This is an optimization exercise on Yosys and OpenROAD, whose aim is small area and a short achievable clock period, not a production implementation. No functional check of the RTL was part of this run. Power is estimated from default activity; no workload was simulated.

==> flow/design.v <==
`timescale 1ns/1ns
module axis_Gauss_1x5 (
  input  logic       s_axis_aclk,
  input  logic       s_axis_arstn,
  input  logic [7:0] s_axis_tdata,
  input  logic       s_axis_tvalid,
  input  logic       s_axis_tlast,
  output logic [7:0] m_axis_tdata,
  output logic       m_axis_tvalid,
  output logic       m_axis_tlast
);
logic [7:0]  d1, d2, d3, d4;
logic        v1, v2, l1, l2;
logic [13:0] cnt;
logic [9:0] b;
always_ff @(posedge s_axis_aclk) begin
  d1 <= s_axis_tdata;
  d2 <= d1;
  d3 <= d2;
  d4 <= d3;
  v1 <= s_axis_tvalid;
  v2 <= v1;
  l1 <= s_axis_tlast;
  l2 <= l1;
  b <= bnext;
end
always_ff @(posedge s_axis_aclk) begin
  if (!s_axis_arstn || s_axis_tlast)
    cnt <= '0;
  else if (s_axis_tvalid)
    cnt <= cnt + 14'd1;
end
wire edge_pt = (cnt[13:1] == 13'd1);
wire [7:0] x0 = s_axis_tdata;
wire h1_s, h1_c;
gha h1 (.a(d1[0]), .b(d2[1]), .s(h1_s), .co(h1_c));
wire f2_s, f2_c;
gfa f2 (.a(d1[1]), .b(d2[2]), .c(h1_c), .s(f2_s), .co(f2_c));
wire f3_s, f3_c;
gfa f3 (.a(d1[2]), .b(d2[3]), .c(f2_c), .s(f3_s), .co(f3_c));
wire f4_s, f4_c;
gfa f4 (.a(d1[3]), .b(d2[4]), .c(x0[4]), .s(f4_s), .co(f4_c));
wire f5_s, f5_c;
gfa f5 (.a(d1[4]), .b(d2[5]), .c(x0[5]), .s(f5_s), .co(f5_c));
wire f6_s, f6_c;
gfa f6 (.a(d1[5]), .b(d2[6]), .c(x0[6]), .s(f6_s), .co(f6_c));
wire f7_s, f7_c;
gfa f7 (.a(d1[6]), .b(d2[7]), .c(x0[7]), .s(f7_s), .co(f7_c));
wire h8_s, h8_c;
gha h8 (.a(d2[0]), .b(x0[0]), .s(h8_s), .co(h8_c));
wire h9_s, h9_c;
gha h9 (.a(h1_s), .b(x0[1]), .s(h9_s), .co(h9_c));
wire h10_s, h10_c;
gha h10 (.a(f2_s), .b(x0[2]), .s(h10_s), .co(h10_c));
wire h11_s, h11_c;
gha h11 (.a(x0[3]), .b(f3_s), .s(h11_s), .co(h11_c));
wire h12_s, h12_c;
gha h12 (.a(f3_c), .b(f4_s), .s(h12_s), .co(h12_c));
wire h13_s, h13_c;
gha h13 (.a(f4_c), .b(f5_s), .s(h13_s), .co(h13_c));
wire h14_s, h14_c;
gha h14 (.a(f5_c), .b(f6_s), .s(h14_s), .co(h14_c));
wire h15_s, h15_c;
gha h15 (.a(f6_c), .b(f7_s), .s(h15_s), .co(h15_c));
wire h16_s, h16_c;
gha h16 (.a(d1[7]), .b(f7_c), .s(h16_s), .co(h16_c));
wire q17_x;
g_ao21 q17 (.a(h9_c), .b(h9_s), .c(h8_c), .x(q17_x));
wire q18_x;
g_and2 q18 (.a(h9_s), .b(h8_s), .x(q18_x));
wire q19_x;
g_ao21 q19 (.a(h11_c), .b(h11_s), .c(h10_c), .x(q19_x));
wire q20_x;
g_and2 q20 (.a(h11_s), .b(h10_s), .x(q20_x));
wire q21_x;
g_ao21 q21 (.a(h13_c), .b(h13_s), .c(h12_c), .x(q21_x));
wire q22_x;
g_and2 q22 (.a(h13_s), .b(h12_s), .x(q22_x));
wire q23_x;
g_ao21 q23 (.a(h15_c), .b(h15_s), .c(h14_c), .x(q23_x));
wire q24_x;
g_and2 q24 (.a(h15_s), .b(h14_s), .x(q24_x));
wire q25_x;
g_ao21 q25 (.a(h10_c), .b(h10_s), .c(q17_x), .x(q25_x));
wire q26_x;
g_and2 q26 (.a(h10_s), .b(q18_x), .x(q26_x));
wire q27_x;
g_ao21 q27 (.a(q19_x), .b(q20_x), .c(q17_x), .x(q27_x));
wire q28_x;
g_and2 q28 (.a(q20_x), .b(q18_x), .x(q28_x));
wire q29_x;
g_ao21 q29 (.a(h14_c), .b(h14_s), .c(q21_x), .x(q29_x));
wire q30_x;
g_and2 q30 (.a(h14_s), .b(q22_x), .x(q30_x));
wire q31_x;
g_ao21 q31 (.a(q23_x), .b(q24_x), .c(q21_x), .x(q31_x));
wire q32_x;
g_and2 q32 (.a(q24_x), .b(q22_x), .x(q32_x));
wire q33_x;
g_ao21 q33 (.a(h12_c), .b(h12_s), .c(q27_x), .x(q33_x));
wire q34_x;
g_and2 q34 (.a(h12_s), .b(q28_x), .x(q34_x));
wire q35_x;
g_ao21 q35 (.a(q21_x), .b(q22_x), .c(q27_x), .x(q35_x));
wire q36_x;
g_and2 q36 (.a(q22_x), .b(q28_x), .x(q36_x));
wire q37_x;
g_ao21 q37 (.a(q29_x), .b(q30_x), .c(q27_x), .x(q37_x));
wire q38_x;
g_and2 q38 (.a(q30_x), .b(q28_x), .x(q38_x));
wire q39_x;
g_ao21 q39 (.a(q31_x), .b(q32_x), .c(q27_x), .x(q39_x));
wire q40_x;
g_and2 q40 (.a(q32_x), .b(q28_x), .x(q40_x));
wire q41_x;
g_ao21 q41 (.a(h16_c), .b(h16_s), .c(q39_x), .x(q41_x));
wire q42_x;
g_and2 q42 (.a(h16_s), .b(q40_x), .x(q42_x));
wire q43_x;
g_xor2 q43 (.a(h9_s), .b(h8_c), .x(q43_x));
wire q44_x;
g_xor2 q44 (.a(h10_s), .b(q17_x), .x(q44_x));
wire q45_x;
g_xor2 q45 (.a(h11_s), .b(q25_x), .x(q45_x));
wire q46_x;
g_xor2 q46 (.a(h12_s), .b(q27_x), .x(q46_x));
wire q47_x;
g_xor2 q47 (.a(h13_s), .b(q33_x), .x(q47_x));
wire q48_x;
g_xor2 q48 (.a(h14_s), .b(q35_x), .x(q48_x));
wire q49_x;
g_xor2 q49 (.a(h15_s), .b(q37_x), .x(q49_x));
wire q50_x;
g_xor2 q50 (.a(h16_s), .b(q39_x), .x(q50_x));
wire q51_x;
g_xor2 q51 (.a(1'b0), .b(q41_x), .x(q51_x));
wire [9:0] bnext = {q51_x, q50_x, q49_x, q48_x, q47_x, q46_x, q45_x, q44_x, q43_x, h8_s};
wire [8:0] t52;
g_lut29 t52_u (.a(x0[3:0]), .x(t52));
wire [8:0] t53;
g_lut29 t53_u (.a(x0[7:4]), .x(t53));
wire [8:0] t54;
g_lut29 t54_u (.a(d4[3:0]), .x(t54));
wire [8:0] t55;
g_lut29 t55_u (.a(d4[7:4]), .x(t55));
wire h56_s, h56_c;
gha h56 (.a(d2[0]), .b(t54[1]), .s(h56_s), .co(h56_c));
wire f57_s, f57_c;
gfa f57 (.a(d2[1]), .b(d2[0]), .c(t54[2]), .s(f57_s), .co(f57_c));
wire h58_s, h58_c;
gha h58 (.a(h56_c), .b(f57_s), .s(h58_s), .co(h58_c));
wire f59_s, f59_c;
gfa f59 (.a(d2[2]), .b(d2[1]), .c(t54[3]), .s(f59_s), .co(f59_c));
wire f60_s, f60_c;
gfa f60 (.a(f57_c), .b(f59_s), .c(h58_c), .s(f60_s), .co(f60_c));
wire f61_s, f61_c;
gfa f61 (.a(b[0]), .b(d2[3]), .c(d2[2]), .s(f61_s), .co(f61_c));
wire f62_s, f62_c;
gfa f62 (.a(t54[4]), .b(t55[0]), .c(f61_s), .s(f62_s), .co(f62_c));
wire f63_s, f63_c;
gfa f63 (.a(f59_c), .b(f62_s), .c(t52[4]), .s(f63_s), .co(f63_c));
wire h64_s, h64_c;
gha h64 (.a(t53[0]), .b(f60_c), .s(h64_s), .co(h64_c));
wire i65 = ~b[1];
wire f66_s, f66_c;
gfa f66 (.a(i65), .b(d2[4]), .c(d2[3]), .s(f66_s), .co(f66_c));
wire i67 = ~b[0];
wire f68_s, f68_c;
gfa f68 (.a(i67), .b(t54[5]), .c(t55[1]), .s(f68_s), .co(f68_c));
wire f69_s, f69_c;
gfa f69 (.a(f61_c), .b(f66_s), .c(f68_s), .s(f69_s), .co(f69_c));
wire f70_s, f70_c;
gfa f70 (.a(f62_c), .b(t52[5]), .c(t53[1]), .s(f70_s), .co(f70_c));
wire f71_s, f71_c;
gfa f71 (.a(f69_s), .b(h64_c), .c(f63_c), .s(f71_s), .co(f71_c));
wire i72 = ~b[2];
wire f73_s, f73_c;
gfa f73 (.a(i72), .b(d2[5]), .c(d2[4]), .s(f73_s), .co(f73_c));
wire f74_s, f74_c;
gfa f74 (.a(t54[6]), .b(t55[2]), .c(f66_c), .s(f74_s), .co(f74_c));
wire f75_s, f75_c;
gfa f75 (.a(f73_s), .b(f68_c), .c(f74_s), .s(f75_s), .co(f75_c));
wire f76_s, f76_c;
gfa f76 (.a(f69_c), .b(t52[6]), .c(t53[2]), .s(f76_s), .co(f76_c));
wire f77_s, f77_c;
gfa f77 (.a(f75_s), .b(f70_c), .c(f76_s), .s(f77_s), .co(f77_c));
wire i78 = ~b[3];
wire f79_s, f79_c;
gfa f79 (.a(i78), .b(d2[6]), .c(d2[5]), .s(f79_s), .co(f79_c));
wire f80_s, f80_c;
gfa f80 (.a(t54[7]), .b(t55[3]), .c(f73_c), .s(f80_s), .co(f80_c));
wire f81_s, f81_c;
gfa f81 (.a(f79_s), .b(f74_c), .c(f80_s), .s(f81_s), .co(f81_c));
wire f82_s, f82_c;
gfa f82 (.a(t52[7]), .b(t53[3]), .c(f75_c), .s(f82_s), .co(f82_c));
wire f83_s, f83_c;
gfa f83 (.a(f81_s), .b(f76_c), .c(f82_s), .s(f83_s), .co(f83_c));
wire f84_s, f84_c;
gfa f84 (.a(b[0]), .b(d2[7]), .c(d2[6]), .s(f84_s), .co(f84_c));
wire i85 = ~b[4];
wire f86_s, f86_c;
gfa f86 (.a(i85), .b(t54[8]), .c(t55[4]), .s(f86_s), .co(f86_c));
wire f87_s, f87_c;
gfa f87 (.a(f79_c), .b(f84_s), .c(f86_s), .s(f87_s), .co(f87_c));
wire f88_s, f88_c;
gfa f88 (.a(f80_c), .b(t52[8]), .c(t53[4]), .s(f88_s), .co(f88_c));
wire f89_s, f89_c;
gfa f89 (.a(f87_s), .b(f81_c), .c(f82_c), .s(f89_s), .co(f89_c));
wire h90_s, h90_c;
gha h90 (.a(f88_s), .b(f83_c), .s(h90_s), .co(h90_c));
wire i91 = ~b[5];
wire f92_s, f92_c;
gfa f92 (.a(i91), .b(b[1]), .c(d2[7]), .s(f92_s), .co(f92_c));
wire f93_s, f93_c;
gfa f93 (.a(t55[5]), .b(f84_c), .c(f92_s), .s(f93_s), .co(f93_c));
wire f94_s, f94_c;
gfa f94 (.a(f86_c), .b(f93_s), .c(f87_c), .s(f94_s), .co(f94_c));
wire f95_s, f95_c;
gfa f95 (.a(t53[5]), .b(f88_c), .c(f94_s), .s(f95_s), .co(f95_c));
wire h96_s, h96_c;
gha h96 (.a(f89_c), .b(f95_s), .s(h96_s), .co(h96_c));
wire i97 = ~b[6];
wire f98_s, f98_c;
gfa f98 (.a(i97), .b(b[2]), .c(t55[6]), .s(f98_s), .co(f98_c));
wire f99_s, f99_c;
gfa f99 (.a(f92_c), .b(f98_s), .c(f93_c), .s(f99_s), .co(f99_c));
wire f100_s, f100_c;
gfa f100 (.a(t53[6]), .b(f99_s), .c(f94_c), .s(f100_s), .co(f100_c));
wire h101_s, h101_c;
gha h101 (.a(f95_c), .b(f100_s), .s(h101_s), .co(h101_c));
wire i102 = ~b[7];
wire f103_s, f103_c;
gfa f103 (.a(i102), .b(b[3]), .c(t55[7]), .s(f103_s), .co(f103_c));
wire f104_s, f104_c;
gfa f104 (.a(f98_c), .b(f103_s), .c(t53[7]), .s(f104_s), .co(f104_c));
wire f105_s, f105_c;
gfa f105 (.a(f99_c), .b(f104_s), .c(f100_c), .s(f105_s), .co(f105_c));
wire i106 = ~b[8];
wire f107_s, f107_c;
gfa f107 (.a(i106), .b(b[4]), .c(t55[8]), .s(f107_s), .co(f107_c));
wire f108_s, f108_c;
gfa f108 (.a(f103_c), .b(f107_s), .c(t53[8]), .s(f108_s), .co(f108_c));
wire h109_s, h109_c;
gha h109 (.a(f104_c), .b(f108_s), .s(h109_s), .co(h109_c));
wire i110 = ~b[9];
wire f111_s, f111_c;
gfa f111 (.a(i110), .b(b[5]), .c(f107_c), .s(f111_s), .co(f111_c));
wire h112_s, h112_c;
gha h112 (.a(f111_s), .b(f108_c), .s(h112_s), .co(h112_c));
wire h113_s, h113_c;
gha h113 (.a(f111_c), .b(h112_c), .s(h113_s), .co(h113_c));
wire h114_s, h114_c;
gha h114 (.a(b[6]), .b(h113_c), .s(h114_s), .co(h114_c));
wire h115_s, h115_c;
gha h115 (.a(b[7]), .b(h114_c), .s(h115_s), .co(h115_c));
wire h116_s, h116_c;
gha h116 (.a(b[8]), .b(h115_c), .s(h116_s), .co(h116_c));
wire h117_s, h117_c;
gha h117 (.a(t54[0]), .b(t52[0]), .s(h117_s), .co(h117_c));
wire h118_s, h118_c;
gha h118 (.a(h56_s), .b(t52[1]), .s(h118_s), .co(h118_c));
wire h119_s, h119_c;
gha h119 (.a(h58_s), .b(t52[2]), .s(h119_s), .co(h119_c));
wire h120_s, h120_c;
gha h120 (.a(t52[3]), .b(f60_s), .s(h120_s), .co(h120_c));
wire h121_s, h121_c;
gha h121 (.a(h64_s), .b(f63_s), .s(h121_s), .co(h121_c));
wire h122_s, h122_c;
gha h122 (.a(f70_s), .b(f71_s), .s(h122_s), .co(h122_c));
wire h123_s, h123_c;
gha h123 (.a(f71_c), .b(f77_s), .s(h123_s), .co(h123_c));
wire q124_x;
g_ao21 q124 (.a(h118_c), .b(h118_s), .c(h117_c), .x(q124_x));
wire q125_x;
g_and2 q125 (.a(h118_s), .b(h117_s), .x(q125_x));
wire q126_x;
g_ao21 q126 (.a(h120_c), .b(h120_s), .c(h119_c), .x(q126_x));
wire q127_x;
g_and2 q127 (.a(h120_s), .b(h119_s), .x(q127_x));
wire q128_x;
g_ao21 q128 (.a(h122_c), .b(h122_s), .c(h121_c), .x(q128_x));
wire q129_x;
g_and2 q129 (.a(h122_s), .b(h121_s), .x(q129_x));
wire q130_x;
g_ao21 q130 (.a(h119_c), .b(h119_s), .c(q124_x), .x(q130_x));
wire q131_x;
g_and2 q131 (.a(h119_s), .b(q125_x), .x(q131_x));
wire q132_x;
g_ao21 q132 (.a(q126_x), .b(q127_x), .c(q124_x), .x(q132_x));
wire q133_x;
g_and2 q133 (.a(q127_x), .b(q125_x), .x(q133_x));
wire q134_x;
g_ao21 q134 (.a(h123_c), .b(h123_s), .c(q128_x), .x(q134_x));
wire q135_x;
g_and2 q135 (.a(h123_s), .b(q129_x), .x(q135_x));
wire q136_x;
g_ao21 q136 (.a(h121_c), .b(h121_s), .c(q132_x), .x(q136_x));
wire q137_x;
g_and2 q137 (.a(h121_s), .b(q133_x), .x(q137_x));
wire q138_x;
g_ao21 q138 (.a(q128_x), .b(q129_x), .c(q132_x), .x(q138_x));
wire q139_x;
g_and2 q139 (.a(q129_x), .b(q133_x), .x(q139_x));
wire q140_x;
g_ao21 q140 (.a(q134_x), .b(q135_x), .c(q132_x), .x(q140_x));
wire q141_x;
g_and2 q141 (.a(q135_x), .b(q133_x), .x(q141_x));
wire q142_x;
g_ao21 q142 (.a(h118_c), .b(h118_s), .c(h117_c), .x(q142_x));
wire q143_x;
g_ao21 q143 (.a(h119_c), .b(h119_s), .c(q142_x), .x(q143_x));
wire q144_x;
g_ao21 q144 (.a(h120_c), .b(h120_s), .c(q143_x), .x(q144_x));
wire q145_x;
g_ao21 q145 (.a(h121_c), .b(h121_s), .c(q144_x), .x(q145_x));
wire q146_x;
g_ao21 q146 (.a(h122_c), .b(h122_s), .c(q145_x), .x(q146_x));
wire q147_x;
g_ao21 q147 (.a(h123_c), .b(h123_s), .c(q146_x), .x(q147_x));
wire h148_s, h148_c;
gha h148 (.a(h109_s), .b(f105_c), .s(h148_s), .co(h148_c));
wire h149_s, h149_c;
gha h149 (.a(h109_c), .b(h112_s), .s(h149_s), .co(h149_c));
wire h150_s, h150_c;
gha h150 (.a(i97), .b(h113_s), .s(h150_s), .co(h150_c));
wire h151_s, h151_c;
gha h151 (.a(i102), .b(h114_s), .s(h151_s), .co(h151_c));
wire h152_s, h152_c;
gha h152 (.a(i106), .b(h115_s), .s(h152_s), .co(h152_c));
wire h153_s, h153_c;
gha h153 (.a(i110), .b(h116_s), .s(h153_s), .co(h153_c));
wire q154_x;
g_ao21 q154 (.a(h149_c), .b(h149_s), .c(h148_c), .x(q154_x));
wire q155_x;
g_and2 q155 (.a(h149_s), .b(h148_s), .x(q155_x));
wire q156_x;
g_ao21 q156 (.a(h151_c), .b(h151_s), .c(h150_c), .x(q156_x));
wire q157_x;
g_and2 q157 (.a(h151_s), .b(h150_s), .x(q157_x));
wire q158_x;
g_ao21 q158 (.a(h153_c), .b(h153_s), .c(h152_c), .x(q158_x));
wire q159_x;
g_and2 q159 (.a(h153_s), .b(h152_s), .x(q159_x));
wire q160_x;
g_ao21 q160 (.a(h150_c), .b(h150_s), .c(q154_x), .x(q160_x));
wire q161_x;
g_and2 q161 (.a(h150_s), .b(q155_x), .x(q161_x));
wire q162_x;
g_ao21 q162 (.a(q156_x), .b(q157_x), .c(q154_x), .x(q162_x));
wire q163_x;
g_and2 q163 (.a(q157_x), .b(q155_x), .x(q163_x));
wire q164_x;
g_ao21 q164 (.a(h152_c), .b(h152_s), .c(q162_x), .x(q164_x));
wire q165_x;
g_and2 q165 (.a(h152_s), .b(q163_x), .x(q165_x));
wire q166_x;
g_ao21 q166 (.a(q158_x), .b(q159_x), .c(q162_x), .x(q166_x));
wire q167_x;
g_and2 q167 (.a(q159_x), .b(q163_x), .x(q167_x));
wire q168_x;
g_xor2 q168 (.a(h149_s), .b(h148_c), .x(q168_x));
wire q169_x;
g_xor2 q169 (.a(h150_s), .b(q154_x), .x(q169_x));
wire q170_x;
g_xor2 q170 (.a(h151_s), .b(q160_x), .x(q170_x));
wire q171_x;
g_xor2 q171 (.a(h152_s), .b(q162_x), .x(q171_x));
wire q172_x;
g_xor2 q172 (.a(h153_s), .b(q164_x), .x(q172_x));
wire h173_s, h173_c;
gha h173 (.a(f77_c), .b(f83_s), .s(h173_s), .co(h173_c));
wire h174_s, h174_c;
gha h174 (.a(f89_s), .b(h90_s), .s(h174_s), .co(h174_c));
wire h175_s, h175_c;
gha h175 (.a(h90_c), .b(h96_s), .s(h175_s), .co(h175_c));
wire h176_s, h176_c;
gha h176 (.a(h101_s), .b(h96_c), .s(h176_s), .co(h176_c));
wire h177_s, h177_c;
gha h177 (.a(h101_c), .b(f105_s), .s(h177_s), .co(h177_c));
wire [10:0] ua = {q172_x, q171_x, q170_x, q169_x, q168_x, h148_s, h177_s, h176_s, h175_s, h174_s, h173_s};
wire [10:0] ub = {1'b0, 1'b0, 1'b0, 1'b0, 1'b0, 1'b0, h177_c, h176_c, h175_c, h174_c, h173_c};
wire uc = q147_x;
logic [10:0] oa, ob;
logic oc;
always_ff @(posedge s_axis_aclk) begin
  oa <= edge_pt ? {d2, 3'd0} : ua;
  ob <= edge_pt ? 11'd0 : ub;
  oc <= ~edge_pt & uc;
  m_axis_tvalid <= v2;
  m_axis_tlast  <= l2 & ~edge_pt;
end
assign m_axis_tdata = {oa[10] ^ (1'b0 | oa[9] & 1'b0 | oa[9] & oa[8] & 1'b0 | oa[9] & oa[8] & oa[7] & 1'b0 | oa[9] & oa[8] & oa[7] & oa[6] & 1'b0 | oa[9] & oa[8] & oa[7] & oa[6] & oa[5] & ob[4] | oa[9] & oa[8] & oa[7] & oa[6] & oa[5] & oa[4] & ob[3] | oa[9] & oa[8] & oa[7] & oa[6] & oa[5] & oa[4] & oa[3] & ob[2] | oa[9] & oa[8] & oa[7] & oa[6] & oa[5] & oa[4] & oa[3] & oa[2] & ob[1] | oa[9] & oa[8] & oa[7] & oa[6] & oa[5] & oa[4] & oa[3] & oa[2] & oa[1] & ob[0] | oa[9] & oa[8] & oa[7] & oa[6] & oa[5] & oa[4] & oa[3] & oa[2] & oa[1] & oa[0] & oc), oa[9] ^ (1'b0 | oa[8] & 1'b0 | oa[8] & oa[7] & 1'b0 | oa[8] & oa[7] & oa[6] & 1'b0 | oa[8] & oa[7] & oa[6] & oa[5] & ob[4] | oa[8] & oa[7] & oa[6] & oa[5] & oa[4] & ob[3] | oa[8] & oa[7] & oa[6] & oa[5] & oa[4] & oa[3] & ob[2] | oa[8] & oa[7] & oa[6] & oa[5] & oa[4] & oa[3] & oa[2] & ob[1] | oa[8] & oa[7] & oa[6] & oa[5] & oa[4] & oa[3] & oa[2] & oa[1] & ob[0] | oa[8] & oa[7] & oa[6] & oa[5] & oa[4] & oa[3] & oa[2] & oa[1] & oa[0] & oc), oa[8] ^ (1'b0 | oa[7] & 1'b0 | oa[7] & oa[6] & 1'b0 | oa[7] & oa[6] & oa[5] & ob[4] | oa[7] & oa[6] & oa[5] & oa[4] & ob[3] | oa[7] & oa[6] & oa[5] & oa[4] & oa[3] & ob[2] | oa[7] & oa[6] & oa[5] & oa[4] & oa[3] & oa[2] & ob[1] | oa[7] & oa[6] & oa[5] & oa[4] & oa[3] & oa[2] & oa[1] & ob[0] | oa[7] & oa[6] & oa[5] & oa[4] & oa[3] & oa[2] & oa[1] & oa[0] & oc), oa[7] ^ (1'b0 | oa[6] & 1'b0 | oa[6] & oa[5] & ob[4] | oa[6] & oa[5] & oa[4] & ob[3] | oa[6] & oa[5] & oa[4] & oa[3] & ob[2] | oa[6] & oa[5] & oa[4] & oa[3] & oa[2] & ob[1] | oa[6] & oa[5] & oa[4] & oa[3] & oa[2] & oa[1] & ob[0] | oa[6] & oa[5] & oa[4] & oa[3] & oa[2] & oa[1] & oa[0] & oc), oa[6] ^ (1'b0 | oa[5] & ob[4] | oa[5] & oa[4] & ob[3] | oa[5] & oa[4] & oa[3] & ob[2] | oa[5] & oa[4] & oa[3] & oa[2] & ob[1] | oa[5] & oa[4] & oa[3] & oa[2] & oa[1] & ob[0] | oa[5] & oa[4] & oa[3] & oa[2] & oa[1] & oa[0] & oc), oa[5] ^ (ob[4] | oa[4] & ob[3] | oa[4] & oa[3] & ob[2] | oa[4] & oa[3] & oa[2] & ob[1] | oa[4] & oa[3] & oa[2] & oa[1] & ob[0] | oa[4] & oa[3] & oa[2] & oa[1] & oa[0] & oc), oa[4] ^ (ob[3] | oa[3] & ob[2] | oa[3] & oa[2] & ob[1] | oa[3] & oa[2] & oa[1] & ob[0] | oa[3] & oa[2] & oa[1] & oa[0] & oc), oa[3] ^ (ob[2] | oa[2] & ob[1] | oa[2] & oa[1] & ob[0] | oa[2] & oa[1] & oa[0] & oc)};
endmodule
module g_maj3 (
  input  logic a,
  input  logic b,
  input  logic c,
  output logic x
);
assign x = (a & b) | (a & c) | (b & c);
endmodule
module g_or2 (
  input  logic a,
  input  logic b,
  output logic x
);
assign x = a | b;
endmodule
module g_lut29 (
  input  logic [3:0] a,
  output logic [8:0] x
);
assign x = 9'd29 * a;
endmodule
module g_and2 (
  input  logic a,
  input  logic b,
  output logic x
);
assign x = a & b;
endmodule
module g_xor2 (
  input  logic a,
  input  logic b,
  output logic x
);
assign x = a ^ b;
endmodule
module g_ao21 (
  input  logic a,
  input  logic b,
  input  logic c,
  output logic x
);
assign x = a | (b & c);
endmodule
module gha (
  input  logic a,
  input  logic b,
  output logic s,
  output logic co
);
assign s  = a ^ b;
assign co = a & b;
endmodule
module gfa (
  input  logic a,
  input  logic b,
  input  logic c,
  output logic s,
  output logic co
);
assign s  = a ^ b ^ c;
assign co = (a & b) | (a & c) | (b & c);
endmodule
==> flow/flow/run.sh <==
#!/bin/bash
# Layout flow: the standard flow, with plain buffers on the ports and a clock
# tree of small buffers without dummy loads.
export BUFFER_PORTS_ARGS="-buffer_cell sky130_fd_sc_hd__buf_2"
export CTS_ARGS="-sink_clustering_enable -repair_clock_nets -dont_use_dummy_load -buf_list \"sky130_fd_sc_hd__clkbuf_4 sky130_fd_sc_hd__clkbuf_8\""
bash standard.sh > standard.log 2>&1
==> flow/standard.sh <==
#!/bin/bash
# synth_recipe.tcl (not shown) runs the flow's synth.tcl, then flattens the netlist and writes it again
# the make line also repeats each setting of config.mk as NAME=value (left out here)
make -C /OpenROAD-flow-scripts/flow DESIGN_CONFIG=/design/flow/config.mk WORK_HOME=/design/flow/orfs CLKGATE_MAP_FILE= SYNTH_SCRIPT=/design/flow/synth_recipe.tcl "${@:-finish}"
==> flow/config.mk <==
export PLATFORM = sky130hd
export DESIGN_NAME = axis_Gauss_1x5
export DESIGN_NICKNAME = axis_Gauss_1x5
export VERILOG_FILES = /design/flow/design.v
export SDC_FILE = /design/flow/constraint.sdc
export NUM_CORES = 4
export LEC_CHECK = 0
export CAP_MARGIN = 20
export CORE_MARGIN = 2
export CORE_UTILIZATION = 40
export SETUP_SLACK_MARGIN = 4.3
export SLEW_MARGIN = 20
export SYNTH_HIERARCHICAL = 1
export SYNTH_MINIMUM_KEEP_SIZE = 0
==> flow/constraint.sdc <==
create_clock -name core_clock -period 8.0 [get_ports {s_axis_aclk}]
set_input_delay 1.6000 -clock core_clock [delete_from_list [all_inputs] [get_ports {s_axis_aclk}]]
set_output_delay 1.6000 -clock core_clock [all_outputs]
set_load 0.01 [all_outputs]
==> results.txt <==
- The run finished with no timing, DRC or antenna violations.
- The number of design rule violations left after detail routing is 0.
- The total setup violations reported at the end of the flow is 0.
- In the final layout, the share of cells above drive strength 1 is 0.2559.
- Headroom to the max-slew limit came out at 0.6287.
- Across the routed clock network, the largest skew measured is 0.008586 ns.
- The fraction of registers with async set/reset is 0.
- At the later pin of the worst-skew pair, clock insertion delay measures 0.36 ns.
- The final cycle utilization of the critical path is 0.6550.
- The number of antenna violations at the first check in global routing is 0.
- The die is 122.7 microns wide.
- The clock tree root driver cell is clkbuf_8.
- The detailed-route via count is 3,422.
- The number of storage elements in the synthesis netlist is 79.
- Setup repair after global routing could not meet its margin everywhere.
- In this run the mean area of a mapped cell was 11.84 sq um.
- Of the synthesized area, sequential elements account for 0.2806.
- After detailed routing, the number of vias per cell comes to 4.945.
- The leakage power is 0.002974 uW.
- The worst setup path is of the flop to flop kind.
- The placer's final routability congestion estimate is 0.7923.
- Buffers placed on the I/O ports in this run total 21.
- The net switching power figure is 1137 uW.
- By instance count, the leading cell after synthesis is ha_1.
- The synthesized design contains 0 enable-type register cells.
- The routed wire length is 10,570 microns.
- The relative contribution of sequential cells to total power is 0.179.
- The HPWL after detailed placement is 8376 microns.
- The number of pins exceeding their max-slew limit in the final report was 0.
- The first global-routing pass estimated 18,080 microns of wire.
- By area the synthesized netlist is led by dfxtp_1, fa_1, ha_1.
- The slew of the pin with the lowest slew margin is 0.5570 ns.
- The switching part of the total is 0.3649.
- The source of the worst hold timing path is d3[1].
- The worst-case IR drop observed on VDD is 0.6020 mV.
- The count of boundary I/O pins is 22.
- Adding up every negative setup slack in the final design gives 0 ns.
- The worst register-to-register path ends at oa[10].
- For hold timing, the worst endpoint is d4[1].
- The critical path endpoint category is a flop.
- The data required time of the critical path is 8.25 ns.
- The number of nets in the synthesized netlist is 642.
- After detailed routing, the average wire length per cell comes to 15.27 microns.
- Along the worst path, the maximum fanout reaches 5.
- The number of cells on the worst reg-to-reg path is 17.
- Summed over all instances, the cell type with the most area after synthesis is dfxtp_1.
- In the global route stage, overall resource usage came out at 0.1602.
- The floorplan step defined a die boundary enclosing 15,050 sq um.
- The core region is 13,830 sq um.
- Counting the fill cells in the layout gives 1,207.
- The number of maximum-capacitance violations is 0.
- After the first detailed-routing iteration, the DRC count stood at 97.
- Summed over all layers, the global routing overflow is 0.
- The number of nets in the final layout is 680.
- The die is 122.7 microns tall.
- After detailed placement, the design holds a cell count of 666.
- The area share of the leading cell type in the synthesized netlist is 0.2806.
- For this run, the number of Yosys warnings is 7.
- The count of TritonRoute iterations in the first routing pass is 4.
- Yosys mapped the design onto 38 distinct sky130hd cell types.
- After clock tree synthesis, the clock-pin slew on the worst setup and hold paths is 0.07 ns.
- The origin of the critical flop-to-flop path is d4[1].
- The initial standard-cell utilization of the core is 0.4076.
- The worst hold path passes through 0 cells.
- For this run, the top clock speed supported by timing is 190.8 MHz.
- In this run the register-to-register setup slack is 2.76 ns.
- The number of hold buffers added after CTS was 0.
- The most used flip-flop cell after synthesis is dfxtp_1.
- The clock drives 79 sinks.
- The number of antenna repair diodes is 0.
- The number of global-route vias before repair is 3,690.
- The detail route stage leaves a number of antenna-violating nets equal to 0.
- The clock network fraction of total power is 0.073.
- The maximum number of buffers from clock root to sink is 2.
- The TritonCTS clock tree is done.
- The data arrival time of the critical path is 5.49 ns.
- Excluding fillers, the count of instances in the completed layout stands at 692.
- The site row count is 43.
- STA classifies the critical path startpoint as a flop.
- The hold violation count in the final report is 0.
- Relative to the synthesized area, the layout overhead comes to 18.72%.
- Counting every instance in the synthesized netlist gives 476.
- The maximum number of pins on one net before global-route repair is 19.
- The cell area that synthesis handed to floorplanning was 5635 sq um.
- The share of total power dissipated in combinational logic is 0.748.
- The number of buffers inserted during clock tree synthesis is 9.
- The power density over the cells is 465.7 nW/um^2.
- The class of the worst hold path is flop to flop.
- The cell internal power dissipation is 1979 uW.
- Ranked by instance count, the synthesized netlist is headed by ha_1, dfxtp_1, fa_1, a21o_1, xor2_1.
- The H-tree generated during clock tree synthesis spans 3 levels.
- After layout, the minimum clock period comes to 5.240 ns.
repair_timing:
item,in CTS,in global routing
endpoints found under the setup margin,17,22
resized for setup,22,22
pin swaps,22,15
setup buffers,10,7
logic make-up after synthesis:
group / after synthesis / synth area share
compound gates: 66 / 0.08393
buf+inv: 39 / 0.03286
fa+ha+maj: 154 / 0.4232
xor+xnor: 45 / 0.06994
other cells: 1 / 0.0006654
flops: 79 / 0.2806
simple gates: 83 / 0.09103
mux: 9 / 0.01776
flip-flops by register name (all words and copies together) (netlist names), 5 cells and up:
register	flops
d2	8
d3	8
ob	5
b	10
d1	8
cnt	14
d4	8
oa	11
Yosys stat by module, one instance, submodules excluded, excerpt:
module	times used	area (sq um)	flip-flops and latches
gfa	45	20.02	0
g_lut29	4	384.1	0
g_xor2	14	8.758	0
g_and2	6	6.256	0
g_ao21	24	7.507	0
axis_Gauss_1x5	1	2357	79
stage by stage:
stage	instance area, sq um	hold WS [ns]	power, uW	setup slack, ns	utilization
4_1_cts	6515	0.3275	3004	2.771	0.4712
2_1_floorplan	5952	0.3095	2178	2.699	-
6_report	6690	0.3271	3115	2.760	0.4838
5_1_grt	6690	0.3319	3465	2.606	0.4838
3_3_place_gp	6202	0.3097	2558	2.372	0.4486
3_5_place_dp	6202	0.3121	2612	2.293	0.4486
how the worst max path moves through the flow:
| stage | slack, ns | cells past startpoint | to | start |
|---|---|---|---|---|
| 3_5_place_dp | 2.29 | 17 | oa[10] | s_axis_tdata[6] |
| 2_1_floorplan | 2.70 | 16 | oa[10] | s_axis_tdata[5] |
| 5_1_grt | 2.61 | 17 | oa[10] | d4[1] |
| 3_3_place_gp | 2.37 | 17 | oa[10] | s_axis_tdata[6] |
| 4_1_cts | 2.77 | 17 | oa[10] | d4[1] |
| 6_report | 2.76 | 17 | oa[10] | d4[1] |
critical path: stages (launching register included):
cell,delay (ns)
dfxtp_4,0.38
fa_1,0.59
ha_4,0.22
ha_4,0.27
o21ai_4,0.05
or4b_4,0.52
o2111ai_4,0.12
fa_1,0.47
fa_2,0.35
fa_2,0.34
fa_2,0.35
fa_2,0.38
ha_4,0.17
a21o_1,0.17
a21o_1,0.17
a21o_1,0.17
xor2_1,0.15
mux2_2,0.25
final cells by class:
class | count | area [sq um] | share of cell area
Inverter | 28 | 105.1 | 0.01571
Tap cell | 180 | 225.2 | 0.03366
Timing Repair Buffer | 38 | 272.8 | 0.04077
Sequential cell | 79 | 1590 | 0.2377
Clock buffer | 9 | 123.9 | 0.01852
Multi-Input combinational cell | 358 | 4373 | 0.6536
placed cells by master, fill, tap and decap left out, types with 3 or more instances in the layout:
cell      Yosys  layout
nor3_1        3       3
inv_1        28      28
ha_2          0       4
and2_4        0       5
xor2_1       32      31
nand4_1       5       5
mux2_2        8       4
ha_1         93      63
o211ai_1      4       4
dfxtp_1      79      76
a211oi_2      0       3
nand2_1       6       6
buf_4         8      18
a21oi_1      13       9
nand3_1       3       3
and2_1       16      11
fa_2          0      12
ha_4          0      26
nor2_1       30      29
xnor2_1      13      11
a21o_1       32      32
and3b_1       4       4
clkbuf_8      0       9
fa_1         61      49
buf_2         1      16
a21oi_2       0       4
mux2_4        0       4
power by group through the flow:
stage                     Combinational, uW  Sequential (uW)  Clock, uW
final                                  2330              556        228
after global routing                   2640              566        255
after CTS                              2200              558        241
after detailed placement               2050              567          0
after global placement                 1990              567          0
after floorplan                        1630              550          0
per-layer routing:
layer  global-route usage  vias to the layer above  part of all wire
met2               0.2645                       35              0.48
met3              0.03206                       16             0.026
met1               0.2025                     1684              0.47
li1                     -                     1687                 -
met5                    0                        -                 0
met4              0.07112                        0             0.022

## separate check: timing with driven ports
Ports are ideal in the flow. The routed layout listed here was re-timed in OpenROAD.
Step 1, drivers: a clkbuf_16 drives s_axis_aclk and a buf_2 each remaining input, both assumed.
Step 2 also shifts input and output timing later by t, the mid clock arrival at the registers, as if the neighbouring blocks saw the same clock.
Three values: no drivers, after step 1, after step 2; two values: the first two.
t, ns: 0.394
setup WS [ns]: 2.760 / 2.760 / 2.399
worst data-port slew with drivers (ns): 0.06
After both steps this run still meets setup and hold. For this run, drivers alone change the setup slack by 0.000 ns; drivers and shift together by -0.361 ns.
